This is an optimization exercise on Yosys and OpenROAD, whose aim is small area and a short achievable clock period, not a production implementation. At most, simulation tests tie the RTL to the original design; equivalence was not proved. No activity file was given, so power comes from the tool's default toggle rates.

Design SystolicArray4x4, start of the top module:
module SystolicArray4x4 (
    input  wire         Clock,
    input  wire         rst_n,
    input  wire         data_clear,
    input  wire         en_b_shift_bottom,
    input  wire         en_shift_right,
    input  wire         en_shift_bottom,
    input  wire [63:0]  a_left_in_flat,
    input  wire [63:0]  b_top_in_flat,
    input  wire [63:0]  ps_top_in_flat,
    output wire [63:0]  ps_bottom_out_flat
);
For scale: about 7300 cells after synthesis, roughly 75000 um^2 of cells after synthesis.
==> flow/config.mk <==
export PLATFORM = sky130hd
export DESIGN_NAME = SystolicArray4x4
export DESIGN_NICKNAME = SystolicArray4x4
export VERILOG_FILES = /design/flow/design.v
export SDC_FILE = /design/flow/constraint.sdc
export NUM_CORES = 4
export LEC_CHECK = 0
export CAP_MARGIN = 20
export CORE_MARGIN = 2
export CORE_UTILIZATION = 40
export PLACE_DENSITY = 0.6
export SETUP_SLACK_MARGIN = 2.4
export SLEW_MARGIN = 20
==> flow/constraint.sdc <==
create_clock -name core_clock -period 5.8 [get_ports {Clock}]
set_input_delay 1.1600 -clock core_clock [delete_from_list [all_inputs] [get_ports {Clock}]]
set_output_delay 1.1600 -clock core_clock [all_outputs]
set_load 0.01 [all_outputs]
run.sh (not shown) runs the stock make flow with config.mk's settings and CLKGATE_MAP_FILE= SYNTH_SCRIPT=/design/flow/synth_recipe.tcl, a recipe that flattens the netlist after the stock synthesis.
The first run ran to the end with no violations.
Change:
SETUP_SLACK_MARGIN = 3.2   (was 2.4)
Result:
- The changed run finished clean
- final cell count climbs by 2.5%
- worst hold slack gets better by 0.087 ns
- die area does not change
- sequential share of layout area drops by 2.3 points
- global-route usage climbs by 1.3 points
- synthesized cell count stays the same
- combinational power climbs by about 10%
- power climbs by 0.81%
- design area climbs by 7.2%
- worst setup slack gets better by 0.082 ns
Change:
SETUP_SLACK_MARGIN = 2.8   (was 3.2)
Outcome: First-iteration DRC count drops by 3.2%; cell area drops by 1.4%; register-to-register slack gains 0.14 ns; sequential cell count stays the same.
Change:
==> flow/flow/run.sh (new file) <==
#!/bin/bash
# Layout flow: the standard ORFS flow, with plain buffers (instead of
# delay cells) on the ports. Each step's full output goes to its own log here.
set -euo pipefail
bash standard.sh synth > flow_synth.log 2>&1
bash standard.sh 'BUFFER_PORTS_ARGS=-buffer_cell sky130_fd_sc_hd__buf_2' finish > flow_layout.log 2>&1
==> flow/standard.sh (new file) <==
#!/bin/bash
# synth_recipe.tcl (not shown) runs the flow's synth.tcl, then flattens the netlist and writes it again
# the make line also repeats each setting of config.mk as NAME=value (left out here)
make -C /OpenROAD-flow-scripts/flow DESIGN_CONFIG=/design/flow/config.mk WORK_HOME=/design/flow/orfs CLKGATE_MAP_FILE= SYNTH_SCRIPT=/design/flow/synth_recipe.tcl "${@:-finish}"
removed: flow/run.sh
=> Non-clock buffer count came out lower by 22. Routed wire length stays flat. Clock power came out lower by a few percent.
Change:
ABC_AREA = 1   (was unset)
The changed run ran to the end with no violations.
Flip-flop and latch count does not change.
Wire length goes up by about 17%.
Global-route usage goes up by 2.7 points.
Via count goes up by about 13%.


Setup of rev 12:
Another version of the RTL of SystolicArray4x4 (not shown whole).
Size: roughly 6500 cells after synthesis, ~1100 flip-flops, ~260 I/O pins, about 70000 µm² of cells after synthesis.
clock: 5.8 ns
lec_check: 0
cap_margin: 20
core_margin: 2
core_utilization: 40
place_density: 0.6
setup_slack_margin: 3.2
slew_margin: 20
Stock flow here: none of the scripts above is used.
Input changes introduced in rev 13 (baseline for comparison: rev 12):
diff --git a/flow/config.mk b/flow/config.mk
--- a/flow/config.mk
+++ b/flow/config.mk
@@ -10,2 +10,2 @@
-export CORE_UTILIZATION = 40
-export PLACE_DENSITY = 0.6
+export CORE_UTILIZATION = 60
+export PLACE_DENSITY = 0.75
[summary]
Result: PASS for each of rev 12 and rev 13
Looking at total track usage, rev 13 sits 11 points higher than rev 12 does.
Comparing pin slew with the least headroom to its limit for rev 12 and rev 13, the bigger number came from rev 12.
In the tables for rev 12 and rev 13, sequential share of power reads lower with rev 12.
[rev 13] vertical die dimension fell about 18% relative to rev 12
Rev 13: final period utilization 2.5 points above rev 12
Diff rev 12 and rev 13: met3 global-route usage higher in rev 13
Area of the die, rev 13 vs rev 12: down by more than a quarter
Fraction of area in registers: rev 13 higher than rev 12
No functional check of the RTL was part of any run of this note.


Another version of the RTL of SystolicArray4x4 (not shown whole).
Size: ~7,100 cells after synthesis, about 1,200 flip-flops.
Settings: LEC_CHECK=0, CAP_MARGIN=20, CORE_MARGIN=2, CORE_UTILIZATION=40, PLACE_DENSITY=0.7, SETUP_SLACK_MARGIN=3.0, SLEW_MARGIN=20; clock period 5.8 ns.
standard.sh (not shown) runs the stock make flow with config.mk's settings and CLKGATE_MAP_FILE= SYNTH_SCRIPT=/design/flow/synth_recipe.tcl, a recipe that flattens the netlist after the stock synthesis.
==> flow/flow/run.sh <==
#!/bin/bash
# Layout flow: the standard ORFS flow, with plain buffers (instead of
# delay cells) on the ports. Each step's full output goes to its own log here.
set -euo pipefail
bash standard.sh synth > flow_synth.log 2>&1
bash standard.sh 'BUFFER_PORTS_ARGS=-buffer_cell sky130_fd_sc_hd__buf_2' finish > flow_layout.log 2>&1
Rerun with:
PLACE_DENSITY = 0.5   (was 0.7)
What happened: The new run produced a clean layout; final area went up by about 1%; setup slack is better by 0.067 ns; total power went up by about 6%.
Rerun with:
PLACE_DENSITY = 0.6   (was 0.5)
SETUP_SLACK_MARGIN = 3.1   (was 3.0)
What happened:
- via count is higher by a few percent
- maximum frequency is higher slightly
- synthesized cell count does not change
Rerun with:
SETUP_SLACK_MARGIN = 3.0   (was 3.1)
Total power came out lower by 3.4%. Non-clock buffer count drops by 104. Routed wire length fell by 1.6%. Core utilization came out lower by 1.1 points. Sequential power came out higher by about 0.4%. Final area falls by 2.3%. Via count shrinks by 1.3%. Fmax decreases by 2.0%. Synthesized area does not change.


## P
SystolicArray4x4 again, from the RTL that the note above started with.
Settings: LEC_CHECK=0, CAP_MARGIN=20, CORE_MARGIN=2, CORE_UTILIZATION=40, CTS_BUF_LIST=sky130_fd_sc_hd__clkbuf_8, PLACE_DENSITY=0.6, SETUP_SLACK_MARGIN=3.0, SLEW_MARGIN=20; clock period 5.8 ns.
Scripts as last shown in full above: flow/flow/run.sh
P ran to completion and came out clean on the timing, design-rule and antenna checks.
[inputs] Q vs P
- a change of CAP_MARGIN from 20 to 5
- a deleted CTS_BUF_LIST that had been sky130_fd_sc_hd__clkbuf_8
- a change of SLEW_MARGIN from 20 to 5
--- outcome ---
- Going from P to Q, number of fill cells in the layout shrinks by about 1%.
- For P, the last element of the critical path was ROW_BLOCK[0].COL_BLOCK[2].u_pe.acc[14], unlike Q, where it was ROW_BLOCK[0].COL_BLOCK[3].u_pe.cq[2].
- Q vs. P: worst hold slack went up by 110 ps.
- Diff Q..P | overall routed net length | negligible
- Against P as the reference, Q delivers a lower clock skew.
--- input diff Q..R ---
- CAP_MARGIN changed from 5 to 20
- CTS_CLUSTER_DIAMETER newly set to 60
- SLEW_MARGIN changed from 5 to 20
- CTS_CLUSTER_SIZE newly set to 25
R and Q all finish clean. Of R and Q, the lower number of instances resized during post-cts repair belongs to R. Changes observed in R relative to Q: routed metal-1 wirelength has decreased; global-route usage over all layers has remained practically unchanged. Pin slew with the least headroom to its limit: R higher than Q. Comparing Q with R, the relative area change from synthesis to final layout came out essentially unchanged. Diff Q -> R | first-iteration DRC count | decrease of about 0.5%. The number of global-route vias before repair reported for R is smaller than that of Q by 297. Global-route wire length before repair went down slightly going from Q to R. Relative to Q, the count of clock buffers in the final design of R is lower by 79.


SystolicArray4x4, a different RTL version from the one above (not shown whole).
Size: ~7,200 cells after synthesis, roughly 260 I/O pins, about 77,000 um2 of cells after synthesis.
// SystolicArray4x4
module SystolicArray4x4 (
    input  wire         Clock,
    input  wire         rst_n,
    input  wire         data_clear,
    input  wire         en_b_shift_bottom,
    input  wire         en_shift_right,
    input  wire         en_shift_bottom,
    input  wire [63:0]  a_left_in_flat,
    input  wire [63:0]  b_top_in_flat,
    input  wire [63:0]  ps_top_in_flat,
    output wire [63:0]  ps_bottom_out_flat
);
export LEC_CHECK = 0
export CAP_MARGIN = 20
export CORE_MARGIN = 2
export CORE_UTILIZATION = 55
export PLACE_DENSITY = 0.7
export SETUP_SLACK_MARGIN = 3.0
export SLEW_MARGIN = 20
create_clock -name core_clock -period 5.8 [get_ports {Clock}]
Scripts as last shown in full above: flow/flow/run.sh
Then changed:
--- a/flow/config.mk
+++ b/flow/config.mk
@@ -9,5 +9,5 @@
 export CORE_MARGIN = 2
-export CORE_UTILIZATION = 55
-export PLACE_DENSITY = 0.7
-export SETUP_SLACK_MARGIN = 3.0
+export CORE_UTILIZATION = 40
+export PLACE_DENSITY = 0.6
+export SETUP_SLACK_MARGIN = 2.8
 export SLEW_MARGIN = 20
Effect: First-iteration DRC count shrinks by 13%; global-route usage decreases by 8.3 points; sequential power hardly moves; utilization goes down by 18 points; worst setup slack loses 93 ps; count of clock-buffer cells in the layout climbs by 12; via count drops by 2.2%; sequential share of layout area climbs by 0.79 points; cell area went down by 2.2%; clock skew is about the same.
Then changed:
--- a/flow/config.mk
+++ b/flow/config.mk
@@ -7,2 +7,3 @@
 export LEC_CHECK = 0
+export ABC_AREA = 1
 export CAP_MARGIN = 20
@@ -11,3 +12,3 @@
 export PLACE_DENSITY = 0.6
-export SETUP_SLACK_MARGIN = 2.8
+export SETUP_SLACK_MARGIN = 3.0
 export SLEW_MARGIN = 20
The changed run passed the timing, design-rule and antenna checks. Synthesized cell count climbs by 27%. Total power climbs by 0.60%. Sequential share of layout area drops by 3.0 points. Non-clock buffer count climbs by 166. Synthesized area climbs by 2.7%. Cell count climbs by 23%. Worst hold slack gets better by 46 ps. Setup slack gets better by 4.7 ps. Flip-flop and latch count does not change.
Then changed:
--- a/flow/config.mk
+++ b/flow/config.mk
@@ -7,3 +7,2 @@
 export LEC_CHECK = 0
-export ABC_AREA = 1
 export CAP_MARGIN = 20
- clock skew is about the same
- total power is about the same
- first-iteration DRC count went down by 21%
- worst setup slack gets better by 160 ps
- wire length went down by 9.9%
- die area went down by 2.6%
- sequential share of layout area went up by 1.7 points
Then changed:
--- a/flow/config.mk
+++ b/flow/config.mk
@@ -11,3 +11,3 @@
 export PLACE_DENSITY = 0.6
-export SETUP_SLACK_MARGIN = 3.0
+export SETUP_SLACK_MARGIN = 3.3
 export SLEW_MARGIN = 20
Result: Routed wire length went up by 6.2%; total power rose by 0.72%; cell count rose by 3.0%; clock skew rises by 35 ps.

-- port drivers added, routing unchanged --
Ports are ideal in the flow. The routed layouts listed here were re-timed in OpenROAD.
Step 1 assumes that a clkbuf_16 drives the clock port and a buf_2 every other input.
Step 2 moves the port delays by t, midway between the first and last clock arrival at a register: inputs arrive t later, outputs are due t later. That takes back most of the time a late clock gives input paths.
Three values: no drivers, after step 1, after step 2; two values: the first two.
| run | t, ns | setup WS [ns] | latest minus earliest clock arrival (ns) |
|---|---|---|---|
| the first run of note 1 | 0.871 | 2.361 / 2.361 / 1.837 | 0.059 / 0.059 |
| the second run of note 1 | 0.867 | 2.443 / 2.443 / 1.878 | 0.039 / 0.039 |
| the third run of note 1 | 0.875 | 2.582 / 2.582 / 1.923 | 0.037 / 0.037 |
| the fourth run of note 1 | 0.875 | 2.522 / 2.522 / 2.027 | 0.025 / 0.025 |
| the fifth run of note 1 | 0.885 | 2.736 / 2.736 / 2.047 | 0.024 / 0.025 |
| rev 12 | 0.876 | 2.177 / 2.177 / 2.177 | 0.041 / 0.040 |
| rev 13 | 0.820 | 2.033 / 2.033 / 1.850 | 0.054 / 0.054 |
| the first run of note 3 | 0.859 | 2.967 / 2.967 / 2.177 | 0.025 / 0.024 |
| the second run of note 3 | 0.885 | 3.034 / 3.034 / 2.393 | 0.040 / 0.041 |
| the third run of note 3 | 0.879 | 3.061 / 3.061 / 2.379 | 0.029 / 0.028 |
| the fourth run of note 3 | 0.862 | 3.007 / 3.007 / 2.337 | 0.032 / 0.032 |
| P | 1.024 | 3.027 / 3.014 / 2.033 | 0.051 / 0.051 |
| Q | 0.862 | 3.007 / 3.007 / 2.337 | 0.032 / 0.032 |
| R | 0.867 | 2.947 / 2.947 / 2.336 | 0.039 / 0.039 |
| the first run of note 5 | 0.862 | 2.934 / 2.935 / 2.230 | 0.050 / 0.050 |
| the second run of note 5 | 0.877 | 2.841 / 2.851 / 1.996 | 0.045 / 0.045 |
| the third run of note 5 | 0.878 | 2.846 / 2.846 / 1.993 | 0.041 / 0.042 |
| the fourth run of note 5 | 0.875 | 3.003 / 3.003 / 2.262 | 0.039 / 0.039 |
| the fifth run of note 5 | 0.889 | 3.063 / 3.063 / 2.460 | 0.073 / 0.073 |
After both steps every run listed still meets setup and hold. For P, which loses most, drivers alone change the setup slack by -0.013 ns; drivers and shift together by -0.994 ns.
